From an optimization exercise on the open Yosys and OpenROAD flow, aimed at small area; shortcuts taken in it are not production practice. Where RTL was checked, it was by simulation tests only, not by an equivalence proof against the original. No activity file was given, so power comes from the tool's default toggle rates.

== rev 12 ==
// demosaic_g_rb_top
module demosaic_g_rb_top (
	input  wire        clk,
	input  wire        rstn,
	input  wire        vsync,
	input  wire        hsync,
	input  wire [7:0]  bayer_data,
	output wire [7:0]  lb_wdata,
	input  wire [7:0]  lb_tap1,
	input  wire [7:0]  lb_tap2,
	input  wire [7:0]  lb_tap3,
	input  wire [7:0]  lb_tap4,
	input  wire [7:0]  lb_tap5,
	output wire        o_en,
	output wire [23:0] o_data
);
Size: about 12000 µm² of cells after synthesis.
==> module Demosaic_pre_G_RB, before the edit <==
module Demosaic_pre_G_RB (
	input  wire       INCLK,
	input  wire       RSTN,
	input  wire       DATA_EN,
	input  wire       HSYNC,
	input  wire [7:0] DATA1,
	input  wire [7:0] DATA2,
	input  wire [7:0] DATA3,
	input  wire [7:0] DATA4,
	input  wire [7:0] DATA5,
	output wire [8:0] DV,       
	output wire [5:0] E2Q,      
	output wire [6:0] GS,       
	output wire [7:0] HA,
	output wire [7:0] HB,
	output wire [7:0] HC,
	output wire [6:0] H7,
	output wire [7:0] MID,
	output wire       O_EN );
wire en = DATA_EN & HSYNC;
reg [9:0] cntCol;
reg [9:0] cntLine;
reg o_en;
assign O_EN = o_en;
wire c1   = (cntCol == 10'd1);
wire c2   = (cntCol == 10'd2);
wire c3   = (cntCol == 10'd3);
wire cend = (cntCol == 10'd532);
reg cpm;
wire wrap = en & cend;
wire [9:0] colNext = wrap ? 10'd0 : cntCol + en;
always @(posedge INCLK) begin
	cpm <= (colNext == 10'd531);
end
always @(posedge INCLK or negedge RSTN) begin
	if (!RSTN) begin
		cntCol <= 0;
		cntLine <= 0;
		o_en <= 0;
	end
	else begin
		cntCol <= colNext;
		cntLine <= (wrap && cntLine == 10'd788) ? 10'd0 : cntLine + wrap;
		if (wrap) o_en <= 0;
		else if (en && c2) o_en <= 1;
	end
end
wire l01  = (cntLine == 10'd0) || (cntLine == 10'd1);
wire l0   = (cntLine == 10'd0);
wire l787 = (cntLine == 10'd787);
wire l786 = (cntLine == 10'd786);
wire [7:0] s1 = l01 ? DATA5 : DATA1;
wire [7:0] s2 = l0 ? DATA4 : DATA2;
wire [7:0] s4 = l787 ? DATA2 : DATA4;
wire [7:0] s5 = (l787 || l786) ? DATA1 : DATA5;
wire [7:0] tuu = c2 ? DATA1 : s1;
wire [7:0] tup = c2 ? DATA2 : s2;
wire [7:0] tdn = (c1 || c2) ? s4 : DATA4;
wire [7:0] tdd = (c1 || c2) ? s5 : DATA5;
reg [7:0] uu2, up2, dn2, dd2;
reg [7:0] e2_1, ud_1;
reg [6:0] gs_1;
reg [8:0] dv_0;
reg [5:0] e2q_0;
reg [6:0] gs_0;
reg [7:0] mid, right, rr;
reg [7:0] ha, hb, hc;
reg [6:0] h7;
wire [7:0] pm = cpm ? right : rr;
wire [7:0] gsum = up2 + dn2;
wire [7:0] xn = absd(right, DATA3);
wire [7:0] msum = mid + rr;
always @(posedge INCLK) begin
	if (!en) begin
		mid <= 0; right <= 0; rr <= 0;
		ha <= 0; hb <= 0; hc <= 0; h7 <= 0;
	end
	else begin
		rr <= DATA3;
		right <= rr;
		mid <= right;
		if (!cend) begin
			ha <= hc;
			hb <= c3 ? xn : ha;
			hc <= xn;
			h7 <= msum[7:1];
		end
	end
end
reg v2, v1, v0;
always @(posedge INCLK) begin
	v2 <= en;
	v1 <= en & v2;
	v0 <= en & v1;
	uu2 <= tuu; up2 <= tup; dn2 <= tdn; dd2 <= tdd;
	e2_1 <= absd(pm, uu2) + absd(pm, dd2);
	ud_1 <= absd(up2, dn2);
	gs_1 <= gsum[7:1];
	dv_0 <= {1'b0, ud_1} + {1'b0, e2_1};
	e2q_0 <= e2_1[7:2];
	gs_0 <= gs_1;
end
assign DV = dv_0 & {9{v0}};
assign E2Q = e2q_0 & {6{v0}};
assign GS = gs_0 & {7{v0}};
assign HA = ha;
assign HB = hb;
assign HC = hc;
assign H7 = h7;
assign MID = mid;
function [7:0] absd;
	input [7:0] a;
	input [7:0] b;
	reg [8:0] d;
	begin
		d = {1'b0, a} - {1'b0, b};
		absd = d[8] ? -d[7:0] : d[7:0];
	end
endfunction
endmodule
export LEC_CHECK = 0
export CAP_MARGIN = 20
export CORE_MARGIN = 2
export CORE_UTILIZATION = 60
export CTS_BUF_LIST = sky130_fd_sc_hd__clkbuf_16
export CTS_CLUSTER_DIAMETER = 90
export CTS_CLUSTER_SIZE = 26
export PLACE_DENSITY = 0.75
export SLEW_MARGIN = 20
create_clock -name core_clock -period 4.5 [get_ports {clk}]
standard.sh (not shown) runs the stock make flow with config.mk's settings and CLKGATE_MAP_FILE= SYNTH_SCRIPT=/design/flow/synth_recipe.tcl, a recipe that flattens the netlist after the stock synthesis.
==> flow/flow/run.sh <==
#!/bin/bash
# The standard layout with two changes:
#  - after the standard synthesis, the combinational cells are re-mapped for
#    area by Yosys/ABC (flow/remap.ys, flow/remap.abc); the registers are
#    left as they are (same instances, names and cells);
#  - the port buffers are made from the smallest buffer cell.
# Placement, clock tree, routing and their timing repair are the standard
# flow's. Each tool's full output goes to a log file of its own here; ORFS
# keeps each step's log under orfs/logs/.
set -e
export BUFFER_PORTS_ARGS="-buffer_cell sky130_fd_sc_hd__buf_1"
LIB="$FLOW_HOME/platforms/sky130hd/lib/sky130_fd_sc_hd__tt_025C_1v80.lib"
awk -v keep=all  -f flow/libfilter.awk "$LIB" > rmp_lib.lib
awk -v keep=comb -f flow/libfilter.awk "$LIB" > rmp_comb.lib
awk -v keep=seq  -f flow/libfilter.awk "$LIB" > rmp_seq.lib
bash standard.sh synth > standard_synth.log 2>&1
cp orfs/results/sky130hd/demosaic_g_rb_top/base/1_2_yosys.v standard_synth_netlist.v
yosys -s flow/remap.ys > remap.log 2>&1
rm -f rmp_lib.lib rmp_comb.lib rmp_seq.lib
bash standard.sh > standard.log 2>&1
Other scripts of this flow, unchanged in this note and not shown: flow/flow/libfilter.awk, flow/flow/remap.abc, flow/flow/remap.ys
Here is what was changed in the inputs of rev 13 compared with rev 12.
-- flow/design.v --
<<< rev 12, line 59
wire c2   = (cntCol == 10'd2);
wire c3   = (cntCol == 10'd3);
wire cend = (cntCol == 10'd532);
reg cpm;
wire wrap = en & cend;
wire [9:0] colNext = wrap ? 10'd0 : cntCol + en;
always @(posedge INCLK) begin
	cpm <= (colNext == 10'd531);
end
always @(posedge INCLK or negedge RSTN) begin
>>> rev 13, line 59
wire c2   = (cntCol == 10'd2);
wire c3   = (cntCol == 10'd3);
reg cend, cpm;
wire wrap = en & cend;
wire [9:0] colNext = wrap ? 10'd0 : cntCol + en;
always @(posedge INCLK or negedge RSTN) begin
	if (!RSTN) begin
		cend <= 0;
		cpm <= 0;
	end
	else begin
		cend <= (colNext == 10'd532);
		cpm <= (colNext == 10'd531);
	end
end
always @(posedge INCLK or negedge RSTN) begin
### Flow results
Compared with rev 12, in rev 13 utilization after layout has decreased; via count of the first global-routing pass has remained practically unchanged.
Rev 12 → rev 13: number of placement rows higher, fill cell instance count of the final layout roughly the same.
Rev 13 vs rev 12 — top achievable clock speed dropped 3.0 MHz.
Post-layout worst setup margin was higher in the run labelled rev 12.
From rev 12 to rev 13, final number of hold-violating endpoints did not move at all.
Compared with rev 12, the detailed router inserted more vias in rev 13.
Compared with rev 12, in rev 13 routed length on met2 -170 µm; power density over cell area -0.75%; reported combinational group power +about 3%; total power +about 0.7%.
No functional check of the RTL was part of rev 13.

oak:
The RTL this note starts from:
==> flow/design.v <==
module Demosaic_getBayer (
	input  wire       PCLK,
	input  wire       RSTN,
	input  wire       VSYNC,
	input  wire       HSYNC,
	input  wire [7:0] BAYERDATA,
	output wire       CAL_EN,
	output wire [7:0] O_DATA );
reg [8:0] j;
reg [1:0] st;
reg [7:0] o_data;
wire act = VSYNC & HSYNC;
wire [9:0] jn = rinc9(j, act);
assign CAL_EN = &st;
assign O_DATA = o_data;
always @(posedge PCLK or negedge RSTN) begin
	if (!RSTN) begin
		o_data <= 0;
		j <= 0;
		st <= 0;
	end
	else begin
		j <= VSYNC ? jn[8:0] : 9'd0;
		if (!VSYNC)
			st <= 0;
		else if (jn[9] && !(&st))
			st <= st + 1'b1;
		if (act)
			o_data <= BAYERDATA;
		else if (VSYNC)
			o_data <= 0;
	end
end
function [9:0] rinc9;
	input [8:0] a;
	input ci;
	reg c;
	integer i;
	begin
		c = ci;
		for (i = 0; i < 9; i = i + 1) begin
			rinc9[i] = a[i] ^ c;
			c = a[i] & c;
		end
		rinc9[9] = c;
	end
endfunction
endmodule
module Demosaic_pre_G_RB (
	input  wire       INCLK,
	input  wire       RSTN,
	input  wire       DATA_EN,
	input  wire       HSYNC,
	input  wire [7:0] DATA1,
	input  wire [7:0] DATA2,
	input  wire [7:0] DATA3,
	input  wire [7:0] DATA4,
	input  wire [7:0] DATA5,
	output wire [8:0] DV,
	output wire [5:0] E2Q,
	output wire [6:0] GS,
	output wire [7:0] HA,
	output wire [8:0] HB,
	output wire [8:0] HC,
	output wire [6:0] H7,
	output wire [7:0] MID,
	output wire       O_EN );
wire en = DATA_EN & HSYNC;
reg [9:0] cntCol;
reg [9:0] cntLine;
reg o_en;
assign O_EN = o_en;
reg c0, c1, c2, c3, cend, cpm;
wire wrap = en & cend;
wire [9:0] colInc  = rinc10(cntCol, en);
wire [9:0] colNext = wrap ? 10'd0 : colInc;
always @(posedge INCLK) begin
	c0   <= (colNext == 10'd0);
	c1   <= (colNext == 10'd1);
	c2   <= (colNext == 10'd2);
	c3   <= (colNext == 10'd3);
	cpm  <= (colNext == 10'd531);
	cend <= (colNext == 10'd532);
end
wire [9:0] lineInc = rinc10(cntLine, wrap);
always @(posedge INCLK or negedge RSTN) begin
	if (!RSTN) begin
		cntCol <= 0;
		cntLine <= 0;
		o_en <= 0;
	end
	else begin
		cntCol <= colNext;
		cntLine <= (wrap && cntLine == 10'd788) ? 10'd0 : lineInc;
		if (wrap) o_en <= 0;
		else if (en && c2) o_en <= 1;
	end
end
wire l01  = (cntLine == 10'd0) || (cntLine == 10'd1);
wire l0   = (cntLine == 10'd0);
wire l787 = (cntLine == 10'd787);
wire l786 = (cntLine == 10'd786);
wire [7:0] s1 = l01 ? DATA5 : DATA1;
wire [7:0] s2 = l0 ? DATA4 : DATA2;
wire [7:0] s4 = l787 ? DATA2 : DATA4;
wire [7:0] s5 = (l787 || l786) ? DATA1 : DATA5;
wire [7:0] tuu = c2 ? DATA1 : s1;
wire [7:0] tup = c2 ? DATA2 : s2;
wire [7:0] tdn = (c1 || c2) ? s4 : DATA4;
wire [7:0] tdd = (c1 || c2) ? s5 : DATA5;
reg [7:0] uu2, up2, dn2, dd2;
reg [8:0] e1_1, e2_1, ud_1;   
reg [6:0] gs_1;
reg [8:0] dv_0;
reg [5:0] e2q_0;
reg [6:0] gs_0;
reg [7:0] mid, right, rr;
reg [7:0] ha;
reg [8:0] hb, hc;   
reg [6:0] h7;
wire [7:0] pm = cpm ? right : rr;
wire [8:0] gsum = radd(up2, dn2, 1'b0);
wire [7:0] e2s = e1_1[7:0] + e2_1[7:0] + e1_1[8] + e2_1[8];
wire [8:0] dvs = {1'b0, ud_1[7:0]} + {1'b0, e2s} + ud_1[8];
wire [7:0] hp = c2 ? mid : right;
wire [8:0] xn = absf(hp, DATA3);
wire [7:0] hcx = rinc8(hc[7:0], hc[8]);
wire [8:0] msum = radd(mid, rr, 1'b0);
always @(posedge INCLK) begin
	if (!en) begin
		uu2 <= 0; up2 <= 0; dn2 <= 0; dd2 <= 0;
		e1_1 <= 0; e2_1 <= 0; ud_1 <= 0; gs_1 <= 0;
		dv_0 <= 0; e2q_0 <= 0; gs_0 <= 0;
		mid <= 0; right <= 0; rr <= 0;
		ha <= 0; hb <= 0; hc <= 0; h7 <= 0;
	end
	else begin
		uu2 <= tuu; up2 <= tup; dn2 <= tdn; dd2 <= tdd;
		e1_1 <= absc(pm, uu2);
		e2_1 <= absc(pm, dd2);
		ud_1 <= absc(up2, dn2);
		gs_1 <= gsum[7:1];
		dv_0 <= dvs;
		e2q_0 <= e2s[7:2];
		gs_0 <= gs_1;
		rr <= DATA3;
		if (c0) mid <= DATA3;
		else if (!(c1 || c2)) mid <= right;
		if (c1) right <= DATA3;
		else if (!c2) right <= rr;
		if (!cend) begin
			ha <= hcx;
			hb <= c3 ? xn : {1'b0, ha};
			hc <= xn;
			h7 <= msum[7:1];
		end
	end
end
assign DV = dv_0;
assign E2Q = e2q_0;
assign GS = gs_0;
assign HA = ha;
assign HB = hb;
assign HC = hc;
assign H7 = h7;
assign MID = mid;
function [8:0] radd;
	input [7:0] a;
	input [7:0] b;
	input ci;
	reg c;
	integer i;
	begin
		c = ci;
		for (i = 0; i < 8; i = i + 1) begin
			radd[i] = a[i] ^ b[i] ^ c;
			c = (a[i] & b[i]) | (a[i] & c) | (b[i] & c);
		end
		radd[8] = c;
	end
endfunction
function [7:0] rinc8;
	input [7:0] a;
	input ci;
	reg c;
	integer i;
	begin
		c = ci;
		for (i = 0; i < 8; i = i + 1) begin
			rinc8[i] = a[i] ^ c;
			c = a[i] & c;
		end
	end
endfunction
function [9:0] rinc10;
	input [9:0] a;
	input ci;
	reg c;
	integer i;
	begin
		c = ci;
		for (i = 0; i < 10; i = i + 1) begin
			rinc10[i] = a[i] ^ c;
			c = a[i] & c;
		end
	end
endfunction
function [8:0] absc;
	input [7:0] a;
	input [7:0] b;
	reg [8:0] d;
	begin
		d = radd(a, ~b, 1'b1);
		absc = {~d[8], d[7:0] ^ {8{~d[8]}}};
	end
endfunction
function [8:0] absf;
	input [7:0] a;
	input [7:0] b;
	reg [8:0] d;
	begin
		d = {1'b0, a} - {1'b0, b};
		absf = {d[8], d[7:0] ^ {8{d[8]}}};
	end
endfunction
function [7:0] absx;
	input [7:0] a;
	input [7:0] b;
	reg [8:0] d;
	reg [8:0] e;
	begin
		d = radd(a, ~b, 1'b1);
		e = radd(b, ~a, 1'b1);
		absx = d[8] ? d[7:0] : e[7:0];
	end
endfunction
endmodule
module Demosaic_calG_RB (
	input  wire        INCLK,
	input  wire        RSTN,
	input  wire        IN_EN,
	input  wire [8:0]  DV,
	input  wire [5:0]  E2Q,
	input  wire [6:0]  GS,
	input  wire [7:0]  HA,
	input  wire [8:0]  HB,
	input  wire [8:0]  HC,
	input  wire [6:0]  H7,
	input  wire [7:0]  MID,
	output wire        O_EN,
	output wire [23:0] O_DATA );
localparam is_B = 2'b00, is_G = 2'b01, is_R = 2'b10;
reg [1:0] BGR;
reg [8:0] cntCol;
reg [9:0] cntLine;
wire is_even = |cntLine;
wire [9:0] colInc = rinc9(cntCol, 1'b1);
reg [7:0] mid;
reg [7:0] G_temp;
reg G_Ostatus;
reg RGB1;
always @(posedge INCLK or negedge RSTN) begin
	if (!RSTN) begin
		BGR <= is_R;
		cntCol <= 0;
		cntLine <= 0;
		G_temp <= 0;
		G_Ostatus <= 0;
	end
	else if (IN_EN) begin
		case (BGR)
			is_R: begin
				G_Ostatus <= 0;
				BGR <= is_G;
			end
			is_B: begin
				G_Ostatus <= 0;
				BGR <= colInc[9] ? is_R : is_G;
			end
			default: begin
				G_temp <= mid;
				G_Ostatus <= 1;
				BGR <= is_even ? is_B : is_R;
			end
		endcase
		cntCol <= colInc[8:0];
		if (colInc[9])
			cntLine <= (cntLine == 10'd767) ? 10'd0 : cntLine + 1'b1;
	end
end
always @(posedge INCLK) begin
	if (IN_EN) begin
		mid <= MID;
		if (BGR == is_R) RGB1 <= 1'b1;
		else if (BGR == is_B) RGB1 <= 1'b0;
	end
end
wire [7:0] b2 = HB[7:0] + HC[7:0] + HB[8] + HC[8];
wire [9:0] kd = {1'b0, DV} - {2'b0, HA};
wire hsel = kd[9] | (~kd[8] & (b2 > kd[7:0]));
wire [5:0] opA = hsel ? E2Q : b2[7:2];
wire [6:0] opB = hsel ? H7 : GS;
reg [5:0] A1;
reg [6:0] B1;
reg [7:0] R2, R3, R4;
wire [8:0] rsum = radd({2'b0, A1}, {1'b0, B1}, 1'b0);
reg [7:0] G0, G1, G2, G3, Gd;
reg r1, r2, r3;
always @(posedge INCLK) begin
	A1 <= opA; B1 <= opB; R2 <= rsum; R3 <= R2; R4 <= R3;
	G0 <= G_temp; G1 <= G0; G2 <= G1; G3 <= G2; Gd <= G3;
	r1 <= RGB1; r2 <= r1; r3 <= r2;
end
reg l1, l2, l3, l4, o_en;
reg GO0, GO1, GO2, GO3;
reg m2, m0;
reg [7:0] lane1;
always @(posedge INCLK or negedge RSTN) begin
	if (!RSTN) begin
		l1 <= 0; l2 <= 0; l3 <= 0; l4 <= 0; o_en <= 0;
		GO0 <= 0; GO1 <= 0; GO2 <= 0; GO3 <= 0;
		m2 <= 0; m0 <= 0; lane1 <= 0;
	end
	else begin
		l1 <= IN_EN; l2 <= l1; l3 <= l2; l4 <= l3; o_en <= l4;
		GO0 <= G_Ostatus; GO1 <= GO0; GO2 <= GO1; GO3 <= GO2;
		m0 <= r3 & o_en;
		m2 <= o_en & !r3 & !GO3;
		lane1 <= (o_en & (r3 | !GO3)) ? R4 : (GO3 ? G3 : 8'd0);
	end
end
assign O_EN = o_en;
assign O_DATA = {Gd & {8{m2}}, lane1, Gd & {8{m0}}};
function [8:0] radd;
	input [7:0] a;
	input [7:0] b;
	input ci;
	reg c;
	integer i;
	begin
		c = ci;
		for (i = 0; i < 8; i = i + 1) begin
			radd[i] = a[i] ^ b[i] ^ c;
			c = (a[i] & b[i]) | (a[i] & c) | (b[i] & c);
		end
		radd[8] = c;
	end
endfunction
function [9:0] rinc9;
	input [8:0] a;
	input ci;
	reg c;
	integer i;
	begin
		c = ci;
		for (i = 0; i < 9; i = i + 1) begin
			rinc9[i] = a[i] ^ c;
			c = a[i] & c;
		end
		rinc9[9] = c;
	end
endfunction
function gt9;
	input [8:0] a;
	input [8:0] b;
	reg c;
	integer i;
	begin
		c = 1'b0;
		for (i = 0; i < 9; i = i + 1)
			c = (a[i] & ~b[i]) | (a[i] & c) | (~b[i] & c);
		gt9 = c;
	end
endfunction
endmodule
module demosaic_g_rb_top (
	input  wire        clk,
	input  wire        rstn,
	input  wire        vsync,
	input  wire        hsync,
	input  wire [7:0]  bayer_data,
	output wire [7:0]  lb_wdata,
	input  wire [7:0]  lb_tap1,
	input  wire [7:0]  lb_tap2,
	input  wire [7:0]  lb_tap3,
	input  wire [7:0]  lb_tap4,
	input  wire [7:0]  lb_tap5,
	output wire        o_en,
	output wire [23:0] o_data
);
wire cal_en;
wire pre_en;
wire [8:0] dv;
wire [5:0] e2q;
wire [6:0] gs;
wire [7:0] ha, mid;
wire [8:0] hb, hc;
wire [6:0] h7;
Demosaic_getBayer getBayer (
	.PCLK(clk), .RSTN(rstn), .VSYNC(vsync), .HSYNC(hsync),
	.BAYERDATA(bayer_data), .CAL_EN(cal_en), .O_DATA(lb_wdata));
Demosaic_pre_G_RB pre (
	.INCLK(clk), .RSTN(rstn), .DATA_EN(cal_en), .HSYNC(hsync),
	.DATA1(lb_tap1), .DATA2(lb_tap2), .DATA3(lb_tap3), .DATA4(lb_tap4), .DATA5(lb_tap5),
	.DV(dv), .E2Q(e2q), .GS(gs),
	.HA(ha), .HB(hb), .HC(hc), .H7(h7), .MID(mid),
	.O_EN(pre_en));
Demosaic_calG_RB calG (
	.INCLK(clk), .RSTN(rstn), .IN_EN(pre_en),
	.DV(dv), .E2Q(e2q), .GS(gs),
	.HA(ha), .HB(hb), .HC(hc), .H7(h7), .MID(mid),
	.O_EN(o_en), .O_DATA(o_data));
endmodule
Settings: LEC_CHECK=0, CAP_MARGIN=20, CORE_MARGIN=2, CORE_UTILIZATION=40, CTS_BUF_LIST=sky130_fd_sc_hd__clkbuf_16, CTS_CLUSTER_DIAMETER=100, CTS_CLUSTER_SIZE=30, PLACE_DENSITY=0.6, SLEW_MARGIN=20; clock period 4.5 ns.
run.sh (not shown) runs the stock make flow with config.mk's settings and CLKGATE_MAP_FILE= SYNTH_SCRIPT=/design/flow/synth_recipe.tcl, a recipe that flattens the netlist after the stock synthesis.
Stock flow here: none of the scripts above is used.
Setup changes, oak to birch
diff --git a/flow/design.v b/flow/design.v
--- a/flow/design.v
+++ b/flow/design.v
@@ -76,13 +76,13 @@
 wire [9:0] colNext = wrap ? 10'd0 : colInc;
 always @(posedge INCLK) begin
 	c0   <= (colNext == 10'd0);
 	c1   <= (colNext == 10'd1);
 	c2   <= (colNext == 10'd2);
 	c3   <= (colNext == 10'd3);
-	cpm  <= (colNext == 10'd531);
+	cpm  <= (colNext == 10'd2) || (colNext == 10'd531);
 	cend <= (colNext == 10'd532);
 end
 wire [9:0] lineInc = rinc10(cntLine, wrap);
 always @(posedge INCLK or negedge RSTN) begin
 	if (!RSTN) begin
 		cntCol <= 0;
@@ -133,14 +133,14 @@
 		dv_0 <= 0; e2q_0 <= 0; gs_0 <= 0;
 		mid <= 0; right <= 0; rr <= 0;
 		ha <= 0; hb <= 0; hc <= 0; h7 <= 0;
 	end
 	else begin
 		uu2 <= tuu; up2 <= tup; dn2 <= tdn; dd2 <= tdd;
-		e1_1 <= absc(pm, uu2);
-		e2_1 <= absc(pm, dd2);
+		e1_1 <= absf(pm, uu2);
+		e2_1 <= absf(pm, dd2);
 		ud_1 <= absc(up2, dn2);
 		gs_1 <= gsum[7:1];
 		dv_0 <= dvs;
 		e2q_0 <= e2s[7:2];
 		gs_0 <= gs_1;
 		rr <= DATA3;
Notes after the runs:
- In birch, the combinational gate power came out about 3% above the value in oak.
- Higher worst clock skew was reported by oak, not birch.
- Between birch and oak, the overall power consumption does not differ in any meaningful way.
- birch ends up with lower sequential share of power than oak does.
- The fmax in birch is 1.07 times that in oak.
- birch and oak ended up with nearly the same power attributed to sequential cells.
- birch has pin count of the biggest net entering global routing below what oak had.
- Total placed cells including tap cells of birch exceeds that of oak slightly.
- birch reports a higher number of global-route vias before repair than oak does.
For birch, only the layout was checked, not whether the RTL still works.

==> re-timing with driven ports <==
Ports are ideal in the flow. The routed layouts listed here were re-timed in OpenROAD.
Step 1, drivers: a clkbuf_16 drives clk and a buf_2 each remaining input, both assumed.
Step 2 adds t to the input delays and takes it off the output delays; t is the mean of the earliest and latest rising clock arrival at the registers after step 1. Input paths then give back, and output paths get back, about the clock's delay inside the block.
Slacks: no drivers / after step 1 / after step 2; pairs: no drivers / after step 1.
run	t, ns	slack for setup (ns)	cell pins on the clock port's net
rev 12	0.534	0.335 / 0.335 / 0.228	1
rev 13	0.534	0.283 / 0.283 / 0.283	1
oak	0.554	0.274 / 0.274 / 0.274	1
birch	0.550	0.561 / 0.561 / 0.103	1
After both steps setup and hold are still met in every run listed. For birch, which loses most, drivers alone change the setup slack by 0.000 ns; drivers and shift together by -0.458 ns.
